From an optimization exercise on the open Yosys and OpenROAD flow, aimed at a short achievable clock period and few clock cycles; shortcuts taken in it are not production practice.
Where RTL was checked, it was by simulation tests only, not by an equivalence proof against the original.
Function not checked in run 3: the RTL went through the layout flow alone.
Power figures rest on the tool's default switching activity, not on a simulated workload.

==> flow/design.v <==
module cpu(clk,reset,in,out,N,V,Z,w,mem_addr,mem_cmd,halt);
  input clk, reset;
  input [15:0] in;
  output [15:0] out;
  output N, V, Z, w;
  output [8:0] mem_addr;
  output [1:0] mem_cmd;
  output halt;
  reg [15:0] rf [0:7];
  reg fN, fV, fZ, fLT;      
  reg [8:0] ma;             
  reg mst;                  
  reg pk_f;                 
  reg pk_ld;                
  reg [2:0] p_rd;           
  reg [15:0] sd;            
  reg [8:0] nf;             
  reg hold;                 
  reg hp;                   
  reg halt_r;
  reg i_f;                  
  reg [8:0] i_pc;           
  reg i_ld;                 
  reg i_kill;               
  reg [2:0] i_rd;
  reg [15:0] ir;
  reg ir_v;
  reg [8:0] ir_pc;
  reg x_v;
  reg [15:0] x_a, x_b, x_c;   
  reg [2:0] x_ra, x_rb, x_rc;
  reg x_pa, x_pb, x_pc;     
  reg [1:0] x_sh;
  reg x_inv;
  reg x_cin, x_and, x_pass;
  reg x_cmp;
  reg x_wr;
  reg [2:0] x_rd;
  reg x_slow, x_st;
  reg [2:0] x_ldrd;
  reg x_jx;                 
  wire [15:0] sum;
  wire [15:0] bx = x_inv ? ~x_b : x_b;    
  ksadd #(16, 4) alu_add(.a(x_a), .b(bx), .cin(x_cin), .s(sum));
  wire [15:0] x_res = x_and ? (x_a & x_b) : x_pass ? bx : sum;
  wire x_stall = x_v & (x_pa | x_pb | x_pc);
  wire x_ex = x_v & ~x_stall;
  wire xw = x_ex & x_wr;
  wire xs = x_ex & x_slow;
  wire xj = x_ex & x_jx;
  wire xl = xs & ~x_st;
  wire c_N = sum[15];
  wire c_Z = x_a == x_b;
  wire c_V = (x_a[15] ^ x_b[15]) & (x_a[15] ^ sum[15]);
  wire c_LT = c_N ^ c_V;
  wire new_fl = x_ex & x_cmp;
  assign mem_addr = ma;
  assign mem_cmd = mst ? 2'b10 : 2'b01;
  assign out = sd;
  assign halt = halt_r;
  assign w = halt_r;
  assign N = fN;
  assign V = fV;
  assign Z = fZ;
  wire dv = ir_v & ~hp;
  wire dgo = dv & ~x_stall;    
  wire [4:0] op = ir[15:11];
  wire d_movi = op == 5'b11010;
  wire d_mov  = op == 5'b11000;
  wire d_add  = op == 5'b10100;
  wire d_cmp  = op == 5'b10101;
  wire d_and  = op == 5'b10110;
  wire d_mvn  = op == 5'b10111;
  wire d_ldr  = op == 5'b01100;
  wire d_str  = op == 5'b10000;
  wire d_b    = op == 5'b00100;
  wire d_bl   = op == 5'b01011;
  wire d_bx   = op == 5'b01000;
  wire d_blx  = op == 5'b01010;
  wire d_halt = ir[15:13] == 3'b111;
  wire d_mem  = d_ldr | d_str;
  wire d_breg = d_mov | d_add | d_cmp | d_and | d_mvn;
  wire d_jreg = d_bx | d_blx;
  wire [2:0] rn = ir[10:8];
  wire [2:0] rd = ir[7:5];
  wire [2:0] rm = ir[2:0];
  wire [15:0] sx5 = {{11{ir[4]}}, ir[4:0]};
  wire [15:0] sx8 = {{8{ir[7]}}, ir[7:0]};
  wire [8:0] pc1;
  ksadd #(9, 4) pc_inc(.a(ir_pc), .b(9'd0), .cin(1'b1), .s(pc1));
  wire [15:0] link = {8'd0, pc1[7:0]};
  wire blx_same = d_blx & (rn == rd);
  wire fw_n = xw & (x_rd == rn);
  wire fw_m = xw & (x_rd == rm);
  wire fw_d = xw & (x_rd == rd);
  wire ldn_n = i_ld & ~i_kill & (i_rd == rn);
  wire ldn_m = i_ld & ~i_kill & (i_rd == rm);
  wire ldn_d = i_ld & ~i_kill & (i_rd == rd);
  wire [15:0] rf_m = ldn_m ? in : rf[rm];
  wire [15:0] rd_n = fw_n ? x_res : ldn_n ? in : rf[rn];
  wire [15:0] rd_d = fw_d ? x_res : ldn_d ? in : rf[rd];
  wire pn_n = ~fw_n & ((pk_ld & (p_rd == rn)) | (xl & (x_ldrd == rn)));
  wire pn_m = ~fw_m & ((pk_ld & (p_rd == rm)) | (xl & (x_ldrd == rm)));
  wire pn_d = ~fw_d & ((pk_ld & (p_rd == rd)) | (xl & (x_ldrd == rd)));
  wire [1:0] sh = ir[4:3];
  wire inv = d_cmp | d_mvn;
  reg [15:0] bsh, fsh;      
  always @* begin
    case (sh)
      2'b00: begin bsh = rf_m; fsh = x_res; end
      2'b01: begin bsh = {rf_m[14:0], 1'b0}; fsh = {x_res[14:0], 1'b0}; end
      2'b10: begin bsh = {1'b0, rf_m[15:1]}; fsh = {1'b0, x_res[15:1]}; end
      default: begin bsh = {rf_m[15], rf_m[15:1]}; fsh = {x_res[15], x_res[15:1]}; end
    endcase
  end
  wire [15:0] b_rf = d_breg ? bsh : d_movi ? sx8 : (d_bl | d_blx) ? link : sx5;
  reg [15:0] ish;           
  always @* begin
    case (x_sh)
      2'b00: ish = in;
      2'b01: ish = {in[14:0], 1'b0};
      2'b10: ish = {1'b0, in[15:1]};
      default: ish = {in[15], in[15:1]};
    endcase
  end
  wire d_slow = fw_n | pn_n | ldn_n | (d_str & pn_d) | xs;
  wire [8:0] base = rf[rn][8:0];
  wire [5:0] da_lo;
  ksadd #(6, 3) da_lo_add(.a({1'b0, base[4:0]}), .b({1'b0, ir[4:0]}), .cin(1'b0), .s(da_lo));
  wire [3:0] hi_p, hi_m;
  ksadd #(4, 2) hi_inc(.a(base[8:5]), .b(4'd0), .cin(1'b1), .s(hi_p));
  ksadd #(4, 2) hi_dec(.a(base[8:5]), .b(4'b1111), .cin(1'b0), .s(hi_m));
  wire [3:0] da_hi = ir[4] ? (da_lo[5] ? base[8:5] : hi_m) : (da_lo[5] ? hi_p : base[8:5]);
  wire [8:0] d_da = {da_hi, da_lo[4:0]};
  wire d_memfast = dgo & d_mem & ~d_slow;
  wire d_memslow = dgo & d_mem & d_slow;
  wire c_al = rn == 3'b000;
  wire c_eq = rn == 3'b001;
  wire c_ne = rn == 3'b010;
  wire c_lt = rn == 3'b011;
  wire c_le = rn == 3'b100;
  wire ok_old = c_al | (c_eq & fZ) | (c_ne & ~fZ) | (c_lt & fLT) | (c_le & (fZ | fLT));
  wire ok_new = c_al | (c_eq & c_Z) | (c_ne & ~c_Z) | (c_lt & c_LT) | (c_le & (c_Z | c_LT));
  wire cond_ok = new_fl ? ok_new : ok_old;
  wire jwait = d_jreg & ~blx_same & ((fw_d & (~x_pass | x_inv)) | pn_d | ldn_d);
  wire d_tk = dgo & ((d_b & cond_ok) | d_bl | (d_jreg & ~jwait));
  wire d_jw = dgo & jwait;
  wire [8:0] bt;
  ksadd #(9, 4) bt_add(.a(pc1), .b(sx8[8:0]), .cin(1'b0), .s(bt));
  wire [8:0] jt = blx_same ? {1'b0, pc1[7:0]} : fw_d ? x_b[8:0] : rf[rd][8:0];
  wire [8:0] tgt = d_jreg ? jt : bt;
  wire [8:0] ma1;
  ksadd #(9, 4) ma_inc(.a(ma), .b(9'd0), .cin(1'b1), .s(ma1));
  wire [8:0] nf_seq = pk_f ? ma1 : nf;
  wire [8:0] nf_n = xj ? x_c[8:0] : d_tk ? tgt : nf_seq;
  wire [8:0] ma_base = xs ? x_res[8:0] : xj ? x_c[8:0] : nf_seq;
  wire hold_n = d_memslow | d_jw | (hold & ~(xs | xj));
  wire hp_n = hp | (dgo & d_halt);
  always @(posedge clk) begin
    if (xw) rf[x_rd] <= x_res;
    if (i_ld & ~i_kill & ~(xw & (x_rd == i_rd))) rf[i_rd] <= in;
    if (new_fl) begin
      fN <= c_N;
      fZ <= c_Z;
      fV <= c_V;
      fLT <= c_LT;
    end
    i_pc <= ma;
    i_rd <= p_rd;
    i_kill <= xw & (x_rd == p_rd);
    nf <= nf_n;
    if (d_memfast) ma <= d_da;
    else if (d_tk & ~xs) ma <= tgt;
    else ma <= ma_base;
    if (xs) begin
      p_rd <= x_ldrd;
      sd <= x_c;
    end else begin
      p_rd <= rd;
      sd <= rd_d;
    end
    if (~(ir_v & x_stall)) begin
      ir <= in;
      ir_pc <= i_pc;
    end
    if (x_stall) begin
      if (x_pa & i_ld & ~i_kill & (i_rd == x_ra) & ~(pk_ld & (p_rd == x_ra))) begin x_a <= in; x_pa <= 1'b0; end
      if (x_pb & i_ld & ~i_kill & (i_rd == x_rb) & ~(pk_ld & (p_rd == x_rb))) begin x_b <= ish; x_pb <= 1'b0; end
      if (x_pc & i_ld & ~i_kill & (i_rd == x_rc) & ~(pk_ld & (p_rd == x_rc))) begin x_c <= in; x_pc <= 1'b0; end
    end else begin
      x_a <= rd_n;
      x_b <= (fw_m & d_breg) ? fsh : b_rf;
      x_c <= rd_d;
      x_ra <= rn;
      x_rb <= rm;
      x_rc <= rd;
      x_pa <= pn_n & (d_add | d_cmp | d_and | d_mem);
      x_pb <= pn_m & d_breg;
      x_pc <= pn_d & (d_str | (d_jreg & ~blx_same));
      x_sh <= sh;
      x_inv <= inv;
      x_cin <= d_cmp;
      x_and <= d_and;
      x_pass <= d_movi | d_mov | d_mvn | d_bl | d_blx;
      x_cmp <= d_cmp;
      x_wr <= d_movi | d_mov | d_add | d_and | d_mvn | d_bl | d_blx;
      x_rd <= (d_movi | d_bl | d_blx) ? rn : rd;
      x_slow <= d_mem & d_slow;
      x_st <= d_str;
      x_ldrd <= rd;
      x_jx <= jwait;
    end
    if (reset) begin
      mst <= 1'b0;
      pk_ld <= 1'b0;
      pk_f <= 1'b1;
      ma <= 9'd0;
      nf <= 9'd0;
      hold <= 1'b0;
      hp <= 1'b0;
      halt_r <= 1'b0;
      i_f <= 1'b0;
      i_ld <= 1'b0;
      ir_v <= 1'b0;
      x_v <= 1'b0;
    end else begin
      i_f <= pk_f & ~(d_tk | d_jw);
      if (~(ir_v & x_stall)) ir_v <= i_f & ~(d_tk | d_jw);
      i_ld <= pk_ld;
      hold <= hold_n;
      hp <= hp_n;
      halt_r <= halt_r | (hp_n & ~xs);
      if (xs) begin
        mst <= x_st;
        pk_ld <= ~x_st;
        pk_f <= 1'b0;
      end else if (d_memfast) begin
        mst <= d_str;
        pk_ld <= d_ldr;
        pk_f <= 1'b0;
      end else begin
        mst <= 1'b0;
        pk_ld <= 1'b0;
        pk_f <= ~(hold_n | hp_n);
      end
      if (!x_stall) x_v <= dgo & ~d_halt;
    end
  end
endmodule
module ksadd #(parameter W = 16, parameter L = 4) (a, b, cin, s);
  input [W-1:0] a, b;
  input cin;
  output [W-1:0] s;
  wire [W-1:0] p = a ^ b;
  wire [(L+1)*W-1:0] G, P;
  assign G[W-1:0] = a & b;
  assign P[W-1:0] = p;
  genvar l, i;
  generate
    for (l = 0; l < L; l = l + 1) begin : lev
      for (i = 0; i < W; i = i + 1) begin : bt
        if (i >= (1 << l)) begin : comb
          assign G[(l+1)*W+i] = G[l*W+i] | (P[l*W+i] & G[l*W+i-(1<<l)]);
          assign P[(l+1)*W+i] = P[l*W+i] & P[l*W+i-(1<<l)];
        end else begin : pass
          assign G[(l+1)*W+i] = G[l*W+i];
          assign P[(l+1)*W+i] = P[l*W+i];
        end
      end
    end
  endgenerate
  wire [W-1:0] c;
  assign c[0] = cin;
  generate
    for (i = 1; i < W; i = i + 1) begin : carry
      assign c[i] = G[L*W+i-1] | (P[L*W+i-1] & cin);
    end
  endgenerate
  assign s = p ^ c;
endmodule
==> flow/run.sh <==
#!/bin/bash
# synth_recipe.tcl (not shown) runs the flow's synth.tcl, then flattens the netlist and writes it again
# the make line also repeats each setting of config.mk as NAME=value (left out here)
make -C /OpenROAD-flow-scripts/flow DESIGN_CONFIG=/design/flow/config.mk WORK_HOME=/design/flow/orfs CLKGATE_MAP_FILE= SYNTH_SCRIPT=/design/flow/synth_recipe.tcl finish
==> flow/config.mk <==
export PLATFORM = sky130hd
export DESIGN_NAME = cpu
export DESIGN_NICKNAME = cpu
export VERILOG_FILES = /design/flow/design.v
export SDC_FILE = /design/flow/constraint.sdc
export NUM_CORES = 4
export LEC_CHECK = 0
export ABC_CLOCK_PERIOD_IN_PS = 2500
export CAP_MARGIN = 20
export CORE_MARGIN = 2
export CORE_UTILIZATION = 55
export SETUP_SLACK_MARGIN = 5
export SLEW_MARGIN = 20
export TNS_END_PERCENT = 100
==> flow/constraint.sdc <==
create_clock -name core_clock -period 8.0 [get_ports {clk}]
set_input_delay 1.6000 -clock core_clock [delete_from_list [all_inputs] [get_ports {clk}]]
set_output_delay 1.6000 -clock core_clock [all_outputs]
set_load 0.01 [all_outputs]
==> run_results.csv, run 1 <==
group,metric,value,unit
run,drv_cap,0,
clock_network,clock_sinks,299,
power_and_ir_drop,power,5135,µW
yosys,synth_top_area_share,34.15,%
yosys,synth_area_leaders,"edfxtp_1, mux4_2, dfxtp_1, nand2_1, o21ai_0",
route,ant_nets,0,
critical_path,rr_worst_depth,14,
power_and_ir_drop,p_sw_share,30.95,%
global_routing,grtUsageTotal,36.90,%
clock_network,clk_path_buf_depth,3,
final_layout,final_util,68.27,%
die,die_h,195.7,µm
place,preCtsSetupSlack,3842,ps
yosys,synth_edf_count,230,
die,rows,70,
min_path,hold_depth,0,
sta,tns,0,ps
power_and_ir_drop,peakVddDrop,0.1893,mV
yosys,synth-seq-cells,299,
die,core,36430,µm²
route,avgRoutedWirePerCell,27.56,µm
power_and_ir_drop,leakagePower,0.009136,µW
sta,maxSlewHeadroom,27.99,%
final_layout,final_cells,2605,
global_routing,grt_pass1_wl,104700,µm
die,start_util,55.50,%
sta,min_period,3471,ps
power_and_ir_drop,p_per_area,206.4,nW/µm²
yosys,synth-warning-count,1,
route,top_layer,"met4",
critical_path,start_kind,"flip-flop",
die,io_pins,50,
route,via_per_inst,6.745,
route,dr_wl_met3,7195,µm
yosys,async_flop_share,0,%
power_and_ir_drop,comb_power_share,29.8,%
final_layout,regArea,8304,µm²
route,wl_met2,32830,µm
clock_network,cts_tree,"yes",
critical_path,crit_slowest_cell,"edfxtp_1",
critical_path,critPathMaxStageDelay,420,ps
final_layout,multi_input_area,12400,µm²
die,die_area,38320,µm²
sta,fmax,0.2881,GHz
final_layout,diodes,0,
global_routing,antenna_found_initial,0,
critical_path,end_kind,"flip-flop",
clock_network,cts.clk_slew.worst_paths,60,ps
sta,final_hold_viol_count,0,
clock_network,cts_made_buffers,36,
final_layout,syn2layout_area_growth,23.01,%
power_and_ir_drop,p_clk_share,33.5,%
yosys,synth_ff_type,"edfxtp_1",
place,dpl.hpwl,47070,µm
route,vias,17570,
global_routing,overflow,0,
yosys,syn_area,20220,µm²
sta,rsz0062_at_grt,"yes",
critical_path,crit_required,8310,ps
place,io_buffers,49,
sta,setup_slack,4529,ps
sta,finalSetupViolCount,0,
critical_path,path_common_cell,"buf_6",
yosys,yosysSeqAreaShare,40.99,%
global_routing,grt_max_degree,46,
critical_path,crit_fanout,6,
critical_path,crit_path_cell_trace,"buf_6 -> buf_12 -> buf_8 -> xor2_4 -> ha_4 -> or3_1 -> a211o_4 -> a21o_4 -> buf_6 -> a311oi_2 -> o31a_2 -> nand3_2 -> a22oi_2 -> a21oi_2",
sta,tightest_slew,1079,ps
die,die_width,195.7,µm
critical_path,crit_type,"flip-flop to flip-flop",
yosys,synth.avg_cell_area,10.05,µm²
route,drt_first_iter_violations,2482,
route,drt-pass1-iter-count,5,
route,drt_wl_total,71800,µm
global_routing,grt_pass1_vias,16550,
yosys,synth_cell_types,89,
critical_path,arrival,3780,ps
status,outcome,"complete, no violations",
final_layout,fillers,2812,
yosys,syn_nets,2083,
route,drcViolationCount,0,
yosys,synth_most_common_cell,"edfxtp_1",
yosys,synthTopCellsByCount,"edfxtp_1, nand2_1, nor2_1, o21ai_0, a21oi_1",
clock_network,clk_latency,570,ps
power_and_ir_drop,internal_power,3546,µW
final_layout,drive_gt1_share,28.69,%
clock_network,ctsRootBufferMaster,"clkbuf_16",
place,gp_congestion,0.9255,
yosys,synth_top_cell_by_area,"edfxtp_1",
place,dp.cells,2406,
clock_network,cts_max_level,2,
sta,slew_violations,0,
final_layout,nets,2181,
power_and_ir_drop,seqPwrFrac,36.7,%
min_path,min_path_type,"flip-flop to flip-flop",
power_and_ir_drop,p_sw,1589,µW
yosys,syn_inst,2013,
sta,final.period_utilization,43.39,%
route,wl_met1,28410,µm
sta,fin_worst_skew,24.95,ps
[logic make-up (layout without fill, tap and decap cells)]
logic type | count (synthesis) | count (layout) | synth area share (%)
fa+ha+maj | 54 | 54 | 3.428
compound gates | 525 | 525 | 15.98
mux | 222 | 222 | 17.35
buf+inv | 215 | 339 | 4.300
flops | 299 | 299 | 40.98
xor+xnor | 117 | 117 | 5.067
simple gates | 581 | 581 | 12.89
[cell usage in the layout, fill, tap and decap left out, types with 10 or more instances in the layout]
master,count
edfxtp_1,230
nand2_1,219
nor2_1,180
buf_4,136
a21oi_1,123
o21ai_0,116
mux4_2,97
mux2i_1,69
xnor2_1,65
dfxtp_1,58
mux2_2,47
clkbuf_16,38
xor2_1,36
inv_1,35
dlygate4sd2_1,34
ha_1,33
buf_6,31
a21oi_2,29
nand3_1,28
o21ai_2,28
o21ai_1,25
a211oi_1,17
nor3_1,16
o22ai_1,14
nand4_1,13
a21o_1,12
nand2b_1,12
ha_4,12
buf_12,12
a22oi_1,11
a31oi_1,11
clkdlybuf4s50_1,11
nand3b_1,10
dfxtp_2,10
[per-layer routing]
layer / up-vias / track usage (%)
met5: - / 0
li1: 7736 / -
met1: 8554 / 51.34
met2: 1064 / 57.42
met3: 218 / 6.361
met4: 0 / 15.91
[worst paths after layout]
| kind | end | from | slack (ps) |
|---|---|---|---|
| setup / recovery | x_b[9] | x_inv | 4530 |
| hold reg to reg | i_pc[1] | ma[1] | 390 |
| hold / removal | i_pc[1] | ma[1] | 390 |
| setup reg to reg | x_b[9] | x_inv | 4530 |
[final cells by class]
cell class	count	area share, %
well taps	468	2.354
inverters	38	0.5986
clock inverters	13	0.7042
repair buffers	237	8.968
clock buffers	51	4.135
multi-input cells	1499	49.86
flip-flops and latches	299	33.38
[state kept, by name (all words and copies together) (netlist names), 2 cells and up, named ones only]
name / flops
x_sh: 2
ir: 16
x_a: 16
sd: 16
ma: 9
p_rd: 3
x_ra: 3
rf: 128
x_ldrd: 3
x_rb: 3
ir_pc: 9
x_b: 16
nf: 9
i_pc: 9
x_c: 16
x_rd: 3
i_rd: 3
[what timing repair did]
item | CTS | global route
pin swaps | 51 | 60
hold buffers | 0 | 0
endpoints found under the setup margin | 359 | 242
resized for setup | 206 | 151
hold endpoints to repair | 0 | 0
gates cloned | 2 | 1
setup buffers | 69 | 63
[power groups by stage]
stage / Clock, µW / Combinational, µW / Sequential, µW
6_report: 1720 / 1530 / 1880
3_5_place_dp: 0 / 1040 / 1920
5_1_grt: 1780 / 1620 / 1890
3_3_place_gp: 0 / 1020 / 1920
4_1_cts: 1720 / 1290 / 1890
2_1_floorplan: 0 / 750 / 1870
[per-stage QoR]
step | hold WS [ps] | instance area (µm²)
after global placement | 385.9 | 21130
after detailed placement | 389.6 | 21150
after CTS | 394.9 | 23710
final | 394.3 | 24880
after floorplan | 329.0 | 20400
after global routing | 403.2 | 24880
[critical path, delay by kind of cell (launching register included)]
family                     cells  cell delay (ps)
buffers and inverters          4              570
and+or+nand+nor                2              450
adders and majority gates      1              190
AOI/OAI and AO/OA              6             1390
DFF                            1              420
xor gates and xnor gates       1              180
Testbench counts, summed over its fixed seeds: cycles 29,654.
==> inputs of run 2 (changes only) <==
--- a/flow/design.v
+++ b/flow/design.v
@@ -27,4 +27,5 @@
   reg ir_v;
   reg [8:0] ir_pc;
+  reg [15:0] pre_n, pre_m, pre_d;    
   reg x_v;
   reg [15:0] x_a, x_b, x_c;   
@@ -53,5 +54,6 @@
   wire c_Z = x_a == x_b;
   wire c_V = (x_a[15] ^ x_b[15]) & (x_a[15] ^ sum[15]);
-  wire c_LT = c_N ^ c_V;
+  wire c_LT;                
+  slt16 cmp_lt(.a(x_a), .b(x_b), .lt(c_LT));
   wire new_fl = x_ex & x_cmp;
   assign mem_addr = ma;
@@ -97,7 +99,7 @@
   wire ldn_m = i_ld & ~i_kill & (i_rd == rm);
   wire ldn_d = i_ld & ~i_kill & (i_rd == rd);
-  wire [15:0] rf_m = ldn_m ? in : rf[rm];
-  wire [15:0] rd_n = fw_n ? x_res : ldn_n ? in : rf[rn];
-  wire [15:0] rd_d = fw_d ? x_res : ldn_d ? in : rf[rd];
+  wire [15:0] rf_m = ldn_m ? in : pre_m;
+  wire [15:0] rd_n = fw_n ? x_res : ldn_n ? in : pre_n;
+  wire [15:0] rd_d = fw_d ? x_res : ldn_d ? in : pre_d;
   wire pn_n = ~fw_n & ((pk_ld & (p_rd == rn)) | (xl & (x_ldrd == rn)));
   wire pn_m = ~fw_m & ((pk_ld & (p_rd == rm)) | (xl & (x_ldrd == rm)));
@@ -125,5 +127,5 @@
   end
   wire d_slow = fw_n | pn_n | ldn_n | (d_str & pn_d) | xs;
-  wire [8:0] base = rf[rn][8:0];
+  wire [8:0] base = pre_n[8:0];
   wire [5:0] da_lo;
   ksadd #(6, 3) da_lo_add(.a({1'b0, base[4:0]}), .b({1'b0, ir[4:0]}), .cin(1'b0), .s(da_lo));
@@ -148,5 +150,5 @@
   wire [8:0] bt;
   ksadd #(9, 4) bt_add(.a(pc1), .b(sx8[8:0]), .cin(1'b0), .s(bt));
-  wire [8:0] jt = blx_same ? {1'b0, pc1[7:0]} : fw_d ? x_b[8:0] : rf[rd][8:0];
+  wire [8:0] jt = blx_same ? {1'b0, pc1[7:0]} : fw_d ? x_b[8:0] : pre_d[8:0];
   wire [8:0] tgt = d_jreg ? jt : bt;
   wire [8:0] ma1;
@@ -183,4 +185,11 @@
       ir <= in;
       ir_pc <= i_pc;
+      pre_n <= (xw & (x_rd == in[10:8])) ? x_res : rf[in[10:8]];
+      pre_m <= (xw & (x_rd == in[2:0])) ? x_res : rf[in[2:0]];
+      pre_d <= (xw & (x_rd == in[7:5])) ? x_res : rf[in[7:5]];
+    end else begin
+      if (ldn_n) pre_n <= in;
+      if (ldn_m) pre_m <= in;
+      if (ldn_d) pre_d <= in;
     end
     if (x_stall) begin
@@ -279,2 +288,29 @@
   assign s = p ^ c;
 endmodule
+module slt16(a, b, lt);
+  input [15:0] a, b;
+  output lt;
+  wire [15:0] ua = {~a[15], a[14:0]};
+  wire [15:0] ub = {~b[15], b[14:0]};
+  wire [15:0] l1 = ~ua & ub;
+  wire [15:0] e1 = ~(ua ^ ub);
+  wire [7:0] l2, e2;
+  wire [3:0] l3, e3;
+  wire [1:0] l4, e4;
+  genvar i;
+  generate
+    for (i = 0; i < 8; i = i + 1) begin : t2
+      assign l2[i] = l1[2*i+1] | (e1[2*i+1] & l1[2*i]);
+      assign e2[i] = e1[2*i+1] & e1[2*i];
+    end
+    for (i = 0; i < 4; i = i + 1) begin : t3
+      assign l3[i] = l2[2*i+1] | (e2[2*i+1] & l2[2*i]);
+      assign e3[i] = e2[2*i+1] & e2[2*i];
+    end
+    for (i = 0; i < 2; i = i + 1) begin : t4
+      assign l4[i] = l3[2*i+1] | (e3[2*i+1] & l3[2*i]);
+      assign e4[i] = e3[2*i+1] & e3[2*i];
+    end
+  endgenerate
+  assign lt = l4[1] | (e4[1] & l4[0]);
+endmodule
==> run 2 against run 1 <==
  * Combinational power grew 18%
  * Via count grew 12%
  * Critical path type unchanged
  * Clock skew grew 6.9 ps
  * Synthesized area grew 10%
  * Hold slack lost 3.2 ps
  * Cell area grew 12%
  * Count of clock-buffer cells in the layout grew 3
==> run_results.csv, run 2 <==
group,metric,value,unit
yosys,async_flop_share,0,%
clock_network,clk_latency,590,ps
yosys,synth_cell_types,79,
die,start_util,55.91,%
critical_path,rr_worst_depth,14,
global_routing,grt_max_degree,73,
critical_path,crit_type,"flip-flop to flip-flop",
sta,tns,0,ps
clock_network,cts.clk_slew.worst_paths,60,ps
min_path,hold_depth,0,
sta,fmax,0.2884,GHz
final_layout,drive_gt1_share,29.17,%
die,rows,73,
sta,setup_slack,4532,ps
place,gp_congestion,0.9149,
final_layout,diodes,0,
route,drt_first_iter_violations,2299,
yosys,synth_most_common_cell,"nand2_1",
clock_network,clock_sinks,338,
yosys,synth_top_cell_by_area,"edfxtp_1",
sta,fin_worst_skew,31.90,ps
final_layout,fillers,3012,
route,drcViolationCount,0,
critical_path,crit_required,8320,ps
sta,tightest_slew,1133,ps
final_layout,nets,2494,
yosys,synth-warning-count,1,
min_path,hold_end,"i_pc[8]",
yosys,syn_inst,2264,
global_routing,antenna_found_initial,0,
power_and_ir_drop,leakagePower,0.01067,µW
final_layout,final_util,70.00,%
critical_path,crit_fanout,7,
die,io_pins,50,
place,dp.cells,2691,
clock_network,clk_path_buf_depth,3,
min_path,hp-start,"ma[8]",
sta,min_period,3468,ps
critical_path,r2r-end,"x_b[15]",
yosys,synth_ff_type,"edfxtp_1",
yosys,syn_area,22270,µm²
power_and_ir_drop,p_per_area,206.3,nW/µm²
critical_path,arrival,3780,ps
final_layout,syn2layout_area_growth,25.20,%
yosys,synth_edf_count,230,
die,die_width,205.2,µm
yosys,synth.avg_cell_area,9.835,µm²
critical_path,start_kind,"flip-flop",
run,drv_cap,0,
status,outcome,"complete, no violations",
yosys,synth_area_leaders,"edfxtp_1, mux4_2, dfxtp_1, nand2_1, o21ai_0",
yosys,yosysSeqAreaShare,40.73,%
route,ant_nets,0,
power_and_ir_drop,peakVddDrop,0.1665,mV
clock_network,holdBufCountCts,0,
global_routing,grtUsageTotal,37.53,%
route,via_per_inst,6.627,
sta,finalSetupViolCount,0,
route,vias,19660,
clock_network,cts_tree,"yes",
yosys,synthTopCellsByCount,"nand2_1, o21ai_0, edfxtp_1, clkbuf_1, nor2_1",
route,drt_wl_total,80710,µm
route,drt-pass1-iter-count,6,
min_path,min_path_type,"flip-flop to flip-flop",
yosys,syn_nets,2349,
clock_network,cts_made_buffers,40,
global_routing,overflow,0,
sta,slew_violations,0,
critical_path,end_kind,"flip-flop",
sta,maxSlewHeadroom,24.47,%
critical_path,r2r_slack,4530,ps
final_layout,largest_reg_flops,128,
yosys,synth-seq-cells,338,
yosys,synth_top_area_share,31.02,%
die,die_h,205.2,µm
die,core,39820,µm²
place,dpl.hpwl,48530,µm
final_layout,final_cells,2966,
sta,final.period_utilization,43.35,%
clock_network,cts_max_level,2,
global_routing,grt_pass1_wl,116600,µm
place,preCtsSetupSlack,3660,ps
sta,final_hold_viol_count,0,
global_routing,grt_pass1_vias,18600,
power_and_ir_drop,power,5750,µW
route,avgRoutedWirePerCell,27.21,µm
sta,rsz0062_at_grt,"yes",
critical_path,rr_startpoint,"x_inv",
die,die_area,42110,µm²
final_layout,largest_register,"rf",
final_layout,layout_common_cells,"nand2_1, edfxtp_1, buf_4",
place,io_buffers,49,
final_layout,final_common_cell,"nand2_1",
clock_network,ctsRootBufferMaster,"clkbuf_16",
## run 2: cell count changes after synthesis, sizes merged, moves of 12 or more
cell / previous run / this run
nand2: 227 / 349
o21ai: 172 / 250
nor2: 186 / 125
a21oi: 161 / 103
o211ai: 10 / 59
dfxtp: 69 / 108
clkbuf: 130 / 157
mux2i: 70 / 95
ha: 49 / 64
inv: 37 / 49
## run 2: layout make-up
type	instances	area [µm²]	area share, %
Tap cell	525	656.9	2.356
Sequential cell	338	9081	32.57
Clock buffer	54	1167	4.187
Inverter	50	198.9	0.7136
Timing Repair Buffer	305	3114	11.17
Multi-Input combinational cell	1674	13510	48.46
Clock inverter	20	150.1	0.5386
## run 2: repair_timing
action                                  in CTS  in global routing
pin swaps                                   92                 59
gates cloned                                 7                  7
buffers inserted                           119                 68
resized for setup                          300                139
endpoints found under the setup margin     425                236
## run 2: report_power, final
| group | switching (µW) | internal [µW] | total (µW) |
|---|---|---|---|
| combinational | 928 | 872 | 1800 |
| clock | 779 | 1060 | 1840 |
| sequential | 95.1 | 2010 | 2110 |
## run 2: metrics by stage
step           instance area (µm²)  hold WS [ps]
2_1_floorplan                22570         329.0
3_3_place_gp                 23250         386.9
3_5_place_dp                 23250         388.7
4_1_cts                      26690         398.1
5_1_grt                      27880         401.4
6_report                     27880         391.1
## run 2: kinds of logic (layout without fill, tap and decap cells)
logic type                 Yosys count  in the layout  synth area share (%)
muxes                              257            257                 17.42
AOI/OAI and AO/OA                  569            570                 15.64
buffers and inverters              253            429                 4.338
xor gates and xnor gates           124            124                 4.877
and+or+nand+nor                    656            656                 13.13
DFF                                338            338                 40.73
adders and majority gates           67             67                 3.866
## run 2: worst max-delay path by stage
| stage | slack, ps | from | end | cells past startpoint |
|---|---|---|---|---|
| floorplan | 4690 | x_inv | x_b[14] | 14 |
| global placement | 3720 | x_inv | x_c[10] | 11 |
| detailed placement | 3660 | x_inv | x_c[10] | 11 |
| CTS | 4630 | x_inv | x_b[15] | 13 |
| global route | 4420 | x_inv | pre_n[12] | 16 |
| finish | 4530 | x_inv | x_b[15] | 14 |
## run 2: per-layer routing
metal | track usage (%) | vias up | wire length (µm)
li1 | - | 8665 | -
met1 | 50.29 | 9570 | 31320
met2 | 60.58 | 1178 | 37620
met3 | 5.274 | 244 | 7921
met4 | 17.50 | 0 | 3851
met5 | 0 | - | 0
## run 2: worst max-delay path, cell delays in order, from the launching register on
cell	delay, ps
edfxtp_1	440
buf_12	180
buf_8	130
xor2_2	180
ha_1	360
a21o_1	230
buf_4	150
a21oi_4	190
nand4_1	130
nand2_2	150
mux2_4	330
a2111oi_4	230
buf_6	180
nor3_1	40
o31a_1	300
Testbench counts of run 2, summed over its fixed seeds: cycles 29,654.
==> inputs of run 3 (changes only) <==
--- a/flow/design.v
+++ b/flow/design.v
@@ -27,4 +27,5 @@
   reg ir_v;
   reg [8:0] ir_pc;
+  reg ir_tk;                
   reg [15:0] pre_n, pre_m, pre_d;    
   reg x_v;
@@ -146,5 +147,5 @@
   wire cond_ok = new_fl ? ok_new : ok_old;
   wire jwait = d_jreg & ~blx_same & ((fw_d & (~x_pass | x_inv)) | pn_d | ldn_d);
-  wire d_tk = dgo & ((d_b & cond_ok) | d_bl | (d_jreg & ~jwait));
+  wire d_tk = dgo & ~ir_tk & ((d_b & cond_ok) | d_bl | (d_jreg & ~jwait));
   wire d_jw = dgo & jwait;
   wire [8:0] bt;
@@ -155,8 +156,13 @@
   ksadd #(9, 4) ma_inc(.a(ma), .b(9'd0), .cin(1'b1), .s(ma1));
   wire [8:0] nf_seq = pk_f ? ma1 : nf;
-  wire [8:0] nf_n = xj ? x_c[8:0] : d_tk ? tgt : nf_seq;
+  wire hp_n = hp | (dgo & d_halt);
+  wire i_uc = ((in[15:11] == 5'b00100) & (in[10:8] == 3'b000)) | (in[15:11] == 5'b01011);
+  wire i_tk = i_f & i_uc & ~(d_tk | d_jw | xj | hp_n);
+  wire [8:0] i_pc1, i_bt;
+  ksadd #(9, 4) ipc_inc(.a(i_pc), .b(9'd0), .cin(1'b1), .s(i_pc1));
+  ksadd #(9, 4) ibt_add(.a(i_pc1), .b({in[7], in[7:0]}), .cin(1'b0), .s(i_bt));
+  wire [8:0] nf_n = xj ? x_c[8:0] : d_tk ? tgt : i_tk ? i_bt : nf_seq;
   wire [8:0] ma_base = xs ? x_res[8:0] : xj ? x_c[8:0] : nf_seq;
   wire hold_n = d_memslow | d_jw | (hold & ~(xs | xj));
-  wire hp_n = hp | (dgo & d_halt);
   always @(posedge clk) begin
     if (xw) rf[x_rd] <= x_res;
@@ -174,4 +180,5 @@
     if (d_memfast) ma <= d_da;
     else if (d_tk & ~xs) ma <= tgt;
+    else if (i_tk & ~xs) ma <= i_bt;
     else ma <= ma_base;
     if (xs) begin
@@ -185,4 +192,5 @@
       ir <= in;
       ir_pc <= i_pc;
+      ir_tk <= i_tk;
       pre_n <= (xw & (x_rd == in[10:8])) ? x_res : rf[in[10:8]];
       pre_m <= (xw & (x_rd == in[2:0])) ? x_res : rf[in[2:0]];
@@ -234,5 +242,5 @@
       x_v <= 1'b0;
     end else begin
-      i_f <= pk_f & ~(d_tk | d_jw);
+      i_f <= pk_f & ~(d_tk | d_jw | i_tk);
       if (~(ir_v & x_stall)) ir_v <= i_f & ~(d_tk | d_jw);
       i_ld <= pk_ld;
==> flow/flow/run.sh (new file) <==
#!/bin/bash
# The standard layout, except that synthesis leaves adders as plain gates for
# abc instead of mapping them to full/half-adder cells (ADDER_MAP_FILE empty):
# the design's adders are written as parallel-prefix logic, which the
# full-adder cells would turn back into carry chains.
set -euo pipefail
bash standard.sh ADDER_MAP_FILE= finish > flow_make.log 2>&1
==> flow/standard.sh (new file) <==
#!/bin/bash
# synth_recipe.tcl (not shown) runs the flow's synth.tcl, then flattens the netlist and writes it again
# the make line also repeats each setting of config.mk as NAME=value (left out here)
make -C /OpenROAD-flow-scripts/flow DESIGN_CONFIG=/design/flow/config.mk WORK_HOME=/design/flow/orfs CLKGATE_MAP_FILE= SYNTH_SCRIPT=/design/flow/synth_recipe.tcl "${@:-finish}"
removed: flow/run.sh
==> run 3 against run 2 <==
  * Clock skew is 8.3 ps lower
  * Hold slack improved by 5.2 ps
  * Sequential power barely moved
  * Non-clock buffer count rose by 92
  * Maximum frequency shrank 11%
  * Wire length grew 16%
  * Global-route usage up 2.3 points
  * Synthesized area rose by 8.0%
  * Power grew 5.5%
  * Die area grew 7.8%
  * Sequential share of layout area down 3.9 points
  * Count of clock-buffer cells in the layout grew 3
  * Largest power group is now combinational cells
==> run_results.csv, run 3 <==
group,metric,value,unit
yosys,synth_most_common_cell,"nor2_1",
critical_path,rr_worst_depth,16,
critical_path,crit_fanout,3,
clock_network,clock_sinks,339,
yosys,syn_nets,2597,
route,drt_first_iter_violations,2925,
final_layout,largest_reg_flops,128,
route,drcViolationCount,0,
critical_path,path_common_cell,"maj3_2",
power_and_ir_drop,p_sw,1965,µW
sta,tightest_slew,999.0,ps
critical_path,r2r-end,"x_b[13]",
global_routing,grt_pass1_wl,134000,µm
clock_network,ctsRootBufferMaster,"clkbuf_16",
route,avgRoutedWirePerCell,27.75,µm
power_and_ir_drop,comb_power_share,36.3,%
final_layout,multi_input_area,16110,µm²
clock_network,cts_max_level,2,
sta,fmax,0.2579,GHz
sta,final.period_utilization,48.47,%
power_and_ir_drop,leakagePower,0.01203,µW
yosys,synth_fa_ha_area_share,0.7964,%
yosys,synthTopCellsByCount,"nor2_1, nand2_1, a21oi_1, edfxtp_1, clkbuf_1",
route,drt-pass1-iter-count,6,
route,ant_nets,0,
sta,final_hold_viol_count,0,
critical_path,crit_path_cell_trace,"buf_16 -> or2_4 -> maj3_2 -> a21oi_4 -> nor3b_2 -> o31ai_1 -> a21o_1 -> a31oi_4 -> maj3_2 -> xnor2_1 -> and2_1 -> or4_1 -> a32o_1",
sta,setup_slack,4122,ps
critical_path,critPathMaxStageDelay,420,ps
global_routing,grtUsageTotal,39.80,%
yosys,synth_top_family_by_area,"compound AO/OA/AOI/OAI gates",
global_routing,grt_max_degree,85,
global_routing,antenna_found_initial,1,
power_and_ir_drop,peakVddDrop,0.2265,mV
sta,tns,0,ps
critical_path,r2r_slack,4190,ps
clock_network,holdBufCountCts,0,
clock_network,clk_path_buf_depth,3,
final_layout,fin_area,31770,µm²
final_layout,nets,2775,
global_routing,grt_pass1_vias,21590,
final_layout,regArea,9112,µm²
sta,slew_violations,0,
sta,rsz0062_at_grt,"yes",
clock_network,cts_tree,"yes",
yosys,synth-warning-count,1,
critical_path,start_kind,"input port",
yosys,synth_xor_xnor_area_share,5.648,%
yosys,synth_mux_area_share,17.15,%
power_and_ir_drop,seqPwrFrac,35.0,%
sta,min_period,3878,ps
route,via_per_inst,6.812,
yosys,syn_area,24040,µm²
final_layout,fillers,3062,
final_layout,largest_register,"rf",
critical_path,crit_type,"input port to flip-flop",
route,vias,22980,
critical_path,rr_startpoint,"x_b[1]",
yosys,async_flop_share,0,%
yosys,synth_area_leaders,"edfxtp_1, dfxtp_1, mux4_2, mux2i_1, a21oi_1",
yosys,syn_inst,2579,
die,die_area,45390,µm²
final_layout,drive_gt1_share,34.76,%
yosys,synth_cell_types,95,
final_layout,syn2layout_area_growth,32.18,%
die,die_h,213.1,µm
yosys,synth_compound_area_share,18.82,%
yosys,synth-seq-cells,339,
power_and_ir_drop,p_per_area,190.9,nW/µm²
yosys,synth_top_cell_by_area,"edfxtp_1",
critical_path,crit_buf_inv,1,
critical_path,crit_slowest_cell,"or4_1",
global_routing,overflow,0,
sta,fin_worst_skew,23.64,ps
sta,finalSetupViolCount,0,
die,rows,76,
place,preCtsSetupSlack,2660,ps
die,die_width,213.1,µm
die,start_util,55.80,%
critical_path,endpoint,"ma[7]",
clock_network,clk_latency,580,ps
power_and_ir_drop,p_clk_share,28.7,%
power_and_ir_drop,internal_power,4099,µW
place,placed_cell_area,25240,µm²
place,gp_congestion,0.9520,
run,drv_cap,0,
critical_path,arrival,4330,ps
clock_network,cts.clk_slew.worst_paths,60,ps
sta,maxSlewHeadroom,33.40,%
yosys,synth_simple_gate_area_share,14.82,%
yosys,synth_ff_type,"edfxtp_1",
power_and_ir_drop,p_sw_share,32.40,%
critical_path,end_kind,"flip-flop",
min_path,min_path_type,"flip-flop to flip-flop",
critical_path,crit_cells,13,
die,io_pins,50,
place,io_buffers,49,
yosys,synth_edf_count,231,
final_layout,final_common_cell,"nor2_1",
status,outcome,"complete, no violations",
critical_path,crit_required,8450,ps
critical_path,crit_start,"in[0]",
final_layout,layout_common_cells,"nor2_1, edfxtp_1, nand2_1",
yosys,synth.avg_cell_area,9.321,µm²
yosys,yosysSeqAreaShare,37.85,%
die,core,43080,µm²
yosys,synth_top_area_share,28.86,%
place,dpl.hpwl,54100,µm
critical_path,crit_family,"compound AO/OA/AOI/OAI gates",
route,drt_wl_total,93640,µm
clock_network,cts_made_buffers,39,
## run 3: changes by cell type in the layout (fill, tap and decap cells not counted), sizes merged, moves of 20 or more
cell / delta
a211oi: +20
a21oi: +127
buf: +91
ha: -64
mux2i: +22
nand2: -96
nor2: +161
nor2b: +26
o21ai: -95
xnor2: +38
## run 3: area by class of cell
| class | instances | share of cell area [%] |
|---|---|---|
| Multi-Input combinational cell | 1942 | 50.69 |
| Sequential cell | 339 | 28.68 |
| Timing Repair Buffer | 397 | 14.00 |
| Clock buffer | 57 | 3.442 |
| Tap cell | 585 | 2.304 |
| Inverter | 37 | 0.4922 |
| Clock inverter | 15 | 0.3623 |
| Timing Repair inverter | 1 | 0.02757 |
| Antenna cell | 1 | 0.007876 |
## run 3: cells by family after synthesis
| kind of cell | count (synthesis) |
|---|---|
| compound gates | 705 |
| flops | 339 |
| xor+xnor | 155 |
| buf+inv | 299 |
| mux | 283 |
| fa+ha+maj | 19 |
| simple gates | 779 |
## run 3: what timing repair did
| action | CTS | global route |
|---|---|---|
| pin swaps | 118 | 83 |
| buffers inserted | 212 | 51 |
| resized for setup | 439 | 231 |
| cloned | 21 | 4 |
| hold endpoints to repair | 0 | 0 |
| endpoints found under the setup margin | 425 | 338 |
## run 3: worst min path at each step
stage / startpoint / end / slack (ps) / cells past startpoint
2_1_floorplan: p_rd[0] / i_rd[0] / 330 / 0
3_3_place_gp: ma[2] / i_pc[2] / 390 / 0
3_5_place_dp: ma[8] / i_pc[8] / 390 / 0
4_1_cts: ma[8] / i_pc[8] / 390 / 0
5_1_grt: ma[8] / i_pc[8] / 400 / 0
6_report: ma[6] / i_pc[6] / 400 / 0
## run 3: power by group through the flow
stage               Sequential, µW  Clock, µW  Combinational (µW)
finish                        2120       1740                2200
CTS                           2110       1740                1880
detailed placement            2190          0                1220
floorplan                     2090          0                1010
global route                  2130       1820                2300
global placement              2190          0                1190
## run 3: stage by stage
| stage | total power (µW) | hold slack (ps) | utilization [%] | cells |
|---|---|---|---|---|
| global placement | 3378 | 391.9 | 58.59 | 3013 |
| floorplan | 3100 | 329.0 | - | 2579 |
| CTS | 5728 | 393.4 | 70.25 | 3318 |
| detailed placement | 3414 | 388.0 | 58.59 | 3013 |
| finish | 6064 | 396.2 | 73.76 | 3374 |
| global route | 6237 | 399.6 | 73.76 | 3374 |
## run 3: worst register-to-register path: stages, from the launching register on
cell and delay (ps):
edfxtp_1 510, buf_6 180, xnor2_2 120, a21oi_2 200
o211ai_1 170, a41oi_2 250, buf_6 170, o2bb2a_4 180
a41o_4 310, o221a_4 300, mux2i_2 160, a211oi_2 350
nor3_2 100, buf_6 160, buf_6 130, a211o_1 250
a21boi_1 110
## run 3: metal layers
metal	up-vias	GRT usage, %	part of all wire, %
met5	-	0	0
met4	0	17.10	5.1
met3	336	6.236	10
met2	1480	64.05	46
met1	11230	53.55	39
li1	9936	-	-
==> inputs of run 4 (changes only) <==
--- a/flow/design.v
+++ b/flow/design.v
@@ -43,7 +43,6 @@
   reg x_jx;                 
   wire [15:0] sum;
-  wire [15:0] bx = x_inv ? ~x_b : x_b;    
-  ksadd #(16, 4) alu_add(.a(x_a), .b(bx), .cin(x_cin), .s(sum));
-  wire [15:0] x_res = x_and ? (x_a & x_b) : x_pass ? bx : sum;
+  ksadd #(16, 4) alu_add(.a(x_a), .b(x_b), .cin(x_cin), .s(sum));
+  wire [15:0] x_res = x_and ? (x_a & x_b) : x_pass ? x_b : sum;
   wire x_stall = x_v & (x_pa | x_pb | x_pc);
   wire x_ex = x_v & ~x_stall;
@@ -53,8 +52,8 @@
   wire xl = xs & ~x_st;
   wire c_N = sum[15];
-  wire c_Z = x_a == x_b;
-  wire c_V = (x_a[15] ^ x_b[15]) & (x_a[15] ^ sum[15]);
+  wire c_Z = &(x_a ^ x_b);
+  wire c_V = ~(x_a[15] ^ x_b[15]) & (x_a[15] ^ sum[15]);
   wire c_LT;                
-  slt16 cmp_lt(.a(x_a), .b(x_b), .lt(c_LT));
+  slt16 cmp_lt(.a(x_a), .b(~x_b), .lt(c_LT));
   wire new_fl = x_ex & x_cmp;
   assign mem_addr = ma;
@@ -117,5 +116,5 @@
     endcase
   end
-  wire [15:0] b_rf = d_breg ? bsh : d_movi ? sx8 : (d_bl | d_blx) ? link : sx5;
+  wire [15:0] b_rf = d_breg ? (inv ? ~bsh : bsh) : d_movi ? sx8 : (d_bl | d_blx) ? link : sx5;
   reg [15:0] ish;           
   always @* begin
@@ -203,9 +202,9 @@
     if (x_stall) begin
       if (x_pa & i_ld & ~i_kill & (i_rd == x_ra) & ~(pk_ld & (p_rd == x_ra))) begin x_a <= in; x_pa <= 1'b0; end
-      if (x_pb & i_ld & ~i_kill & (i_rd == x_rb) & ~(pk_ld & (p_rd == x_rb))) begin x_b <= ish; x_pb <= 1'b0; end
+      if (x_pb & i_ld & ~i_kill & (i_rd == x_rb) & ~(pk_ld & (p_rd == x_rb))) begin x_b <= x_inv ? ~ish : ish; x_pb <= 1'b0; end
       if (x_pc & i_ld & ~i_kill & (i_rd == x_rc) & ~(pk_ld & (p_rd == x_rc))) begin x_c <= in; x_pc <= 1'b0; end
     end else begin
       x_a <= rd_n;
-      x_b <= (fw_m & d_breg) ? fsh : b_rf;
+      x_b <= (fw_m & d_breg) ? (inv ? ~fsh : fsh) : b_rf;
       x_c <= rd_d;
       x_ra <= rn;
==> flow/run.sh (new file) <==
#!/bin/bash
# synth_recipe.tcl (not shown) runs the flow's synth.tcl, then flattens the netlist and writes it again
# the make line also repeats each setting of config.mk as NAME=value (left out here)
make -C /OpenROAD-flow-scripts/flow DESIGN_CONFIG=/design/flow/config.mk WORK_HOME=/design/flow/orfs CLKGATE_MAP_FILE= SYNTH_SCRIPT=/design/flow/synth_recipe.tcl finish
removed: flow/flow/run.sh
removed: flow/standard.sh
==> run 4 against run 3 <==
  * Clock skew about the same
  * Synthesized area fell by 4.2%
  * Critical path type unchanged
  * Largest cell class unchanged
  * Non-clock buffer count decreased by 141
  * Maximum frequency is 14% higher
  * Via count shrank 12%
  * Critical endpoint unchanged
==> run_results.csv, run 4 <==
group,metric,value,unit
status,outcome,"complete, no violations",
yosys,synth_edf_count,231,
critical_path,r2r_slack,4620,ps
yosys,synth_area_leaders,"edfxtp_1, dfxtp_1, mux4_2, nand2_1, o21ai_0",
clock_network,cts_tree,"yes",
sta,tns,0,ps
global_routing,grt_max_degree,71,
global_routing,grt_pass1_vias,18930,
min_path,hold_depth,0,
sta,fin_worst_skew,23.94,ps
die,die_area,43530,µm²
yosys,synth_ff_type,"edfxtp_1",
place,dpl.hpwl,50860,µm
critical_path,start_kind,"input port",
critical_path,crit_type,"input port to flip-flop",
critical_path,arrival,3840,ps
critical_path,crit_family,"simple AND/OR/NAND/NOR gates",
clock_network,holdBufCountCts,0,
route,drt-pass1-iter-count,7,
run,drv_cap,0,
global_routing,grtUsageTotal,36.97,%
yosys,syn_inst,2403,
critical_path,rr_worst_depth,15,
yosys,synth_top_area_share,30.12,%
yosys,synth_top_cell_by_area,"edfxtp_1",
final_layout,final_cells,3041,
route,vias,20180,
critical_path,rr_startpoint,"x_b[0]",
die,rows,74,
sta,finalSetupViolCount,0,
die,die_h,208.6,µm
place,gp_congestion,0.9037,
min_path,hold_end,"i_pc[8]",
critical_path,crit_required,8450,ps
final_layout,largest_reg_flops,128,
clock_network,ctsRootBufferMaster,"clkbuf_16",
die,core,41110,µm²
global_routing,grt_pass1_wl,120400,µm
place,dp.cells,2822,
critical_path,crit_slowest_cell,"or4b_4",
final_layout,final_common_cell,"nand2_1",
die,start_util,56.03,%
power_and_ir_drop,peakVddDrop,0.1796,mV
clock_network,clk_latency,590,ps
final_layout,nets,2556,
global_routing,antenna_found_initial,1,
global_routing,overflow,0,
sta,final_hold_viol_count,0,
yosys,synth.avg_cell_area,9.585,µm²
sta,slew_violations,0,
sta,rsz0062_at_grt,"yes",
critical_path,crit_fanout,5,
min_path,hp-start,"ma[8]",
clock_network,clk_path_buf_depth,3,
yosys,async_flop_share,0,%
die,io_pins,50,
yosys,syn_nets,2482,
place,io_buffers,49,
sta,maxSlewHeadroom,18.92,%
yosys,synthTopCellsByCount,"nand2_1, o21ai_0, edfxtp_1, clkbuf_1, dfxtp_1",
clock_network,clock_sinks,339,
min_path,min_path_type,"flip-flop to flip-flop",
die,die_width,208.6,µm
yosys,synth_most_common_cell,"nand2_1",
final_layout,syn2layout_area_growth,21.47,%
yosys,syn_area,23030,µm²
route,drcViolationCount,0,
critical_path,critPathMaxStageDelay,540,ps
sta,fmax,0.2950,GHz
sta,min_period,3390,ps
clock_network,cts.clk_slew.worst_paths,60,ps
yosys,synth-warning-count,1,
sta,tightest_slew,1215,ps
power_and_ir_drop,leakagePower,0.01079,µW
power_and_ir_drop,p_per_area,196.6,nW/µm²
sta,final.period_utilization,42.37,%
final_layout,layout_common_cells,"nand2_1, o21ai_0, edfxtp_1",
yosys,synth-seq-cells,339,
yosys,yosysSeqAreaShare,39.50,%
critical_path,crit_buf_inv,2,
critical_path,end_kind,"flip-flop",
route,drt_first_iter_violations,2190,
route,drt_wl_total,82570,µm
critical_path,crit_path_cell_trace,"buf_6 -> buf_12 -> or4b_4 -> o41ai_4 -> and3_4 -> o21ai_4 -> nor2_4 -> mux2_4 -> o221ai_2 -> o21ai_1",
yosys,synth_cell_types,84,
clock_network,cts_max_level,2,
final_layout,drive_gt1_share,25.99,%
critical_path,r2r-end,"x_b[15]",
route,avgRoutedWirePerCell,27.15,µm
final_layout,diodes,0,
route,via_per_inst,6.635,
final_layout,largest_register,"rf",
clock_network,cts_made_buffers,40,
route,ant_nets,0,
[run 4: cell families after synthesis]
kind of cell | Yosys count | share of synthesized area [%]
fa+ha+maj | 61 | 3.444
mux | 261 | 16.87
simple gates | 690 | 13.36
xor+xnor | 155 | 5.894
flops | 339 | 39.50
buf+inv | 288 | 4.873
compound gates | 609 | 16.06
[run 4: worst max-delay path by stage]
stage | start | endpoint | slack [ps] | depth (start not counted)
6_report | in[11] | ma[7] | 4610 | 10
5_1_grt | x_b[0] | x_b[15] | 4490 | 15
4_1_cts | in[0] | ma[8] | 4650 | 14
3_5_place_dp | in[13] | ma[7] | 3110 | 10
3_3_place_gp | in[13] | ma[7] | 3150 | 10
2_1_floorplan | in[14] | ma[1] | 4310 | 10
[run 4: per-stage QoR]
stage | worst slack (ps) | power [µW] | hold WS, ps | util (%) | instance area (µm²)
6_report | 4610 | 5501 | 401.6 | 68.06 | 27980
2_1_floorplan | 4309 | 2901 | 329.0 | - | 23320
3_3_place_gp | 3146 | 3234 | 395.8 | 58.37 | 24000
3_5_place_dp | 3115 | 3260 | 394.7 | 58.38 | 24000
4_1_cts | 4651 | 5316 | 401.2 | 65.77 | 27040
5_1_grt | 4488 | 5677 | 407.5 | 68.06 | 27980
[run 4: where the power goes]
group	total [µW]	leakage, µW	switching (µW)	internal, µW
clock	1880	0.000662	780	1100
combinational	1510	0.00696	836	673
sequential	2110	0.00317	93.5	2020
[run 4: what timing repair did]
item                       CTS  global route
cloned                       8             2
pin swaps                   91            66
gates resized for setup    267           146
buffers inserted            92            43
setup endpoints to repair  257           158
[run 4: worst reg2reg max path: cells and delay by family, from the launching register on]
kind | cells | cell delay [ps]
simple gates | 2 | 260
fa+ha+maj | 1 | 220
compound gates | 7 | 1430
flops | 1 | 450
buf+inv | 4 | 600
xor+xnor | 1 | 160
[run 4: area by class of cell]
type / count / area [µm²]
clock buffers: 55 / 1140
clock inverters: 19 / 193.9
fillers: 3206 / 13130
inverters: 62 / 236.5
multi-input cells: 1778 / 14060
flip-flops and latches: 339 / 9111
well taps: 532 / 665.6
repair buffers: 256 / 2569
[run 4: metal layers]
metal,global-route usage (%),wire (µm),vias up
met1,49.44,32180,9917
met5,0,0,-
met3,6.177,8152,230
met4,15.20,3840,0
li1,-,-,8926
met2,60.13,38390,1104
Testbench counts of run 4, summed over its fixed seeds: cycles 29,260.

==> what the ideal ports hide <==
How much do the figures lean on ideal ports? The routed layouts below were timed once more, with nothing changed but the port constraints. Step 1: set_driving_cell puts a clkbuf_16 on clk and a buf_2 on each other input, an assumption about the parent block. Step 2 moves the port delays by t, midway between the first and last clock arrival at a register: inputs arrive t later, outputs are due t later. That takes back most of the time a late clock gives input paths. a / b / c = no drivers / after step 1 / after step 2; a / b = the first two.
run	t (ns)	setup slack, ns	latest minus earliest clock arrival (ns)
run 1	0.619	4.529 / 4.529 / 4.060	0.025 / 0.025
run 2	0.631	4.532 / 4.532 / 4.112	0.032 / 0.032
run 3	0.631	4.122 / 4.114 / 3.484	0.024 / 0.025
run 4	0.637	4.610 / 4.617 / 4.001	0.029 / 0.029
After both steps every run listed still meets setup and hold. The setup slack of run 3, which loses most, moves by -0.008 ns with the drivers and by -0.638 ns with both steps.
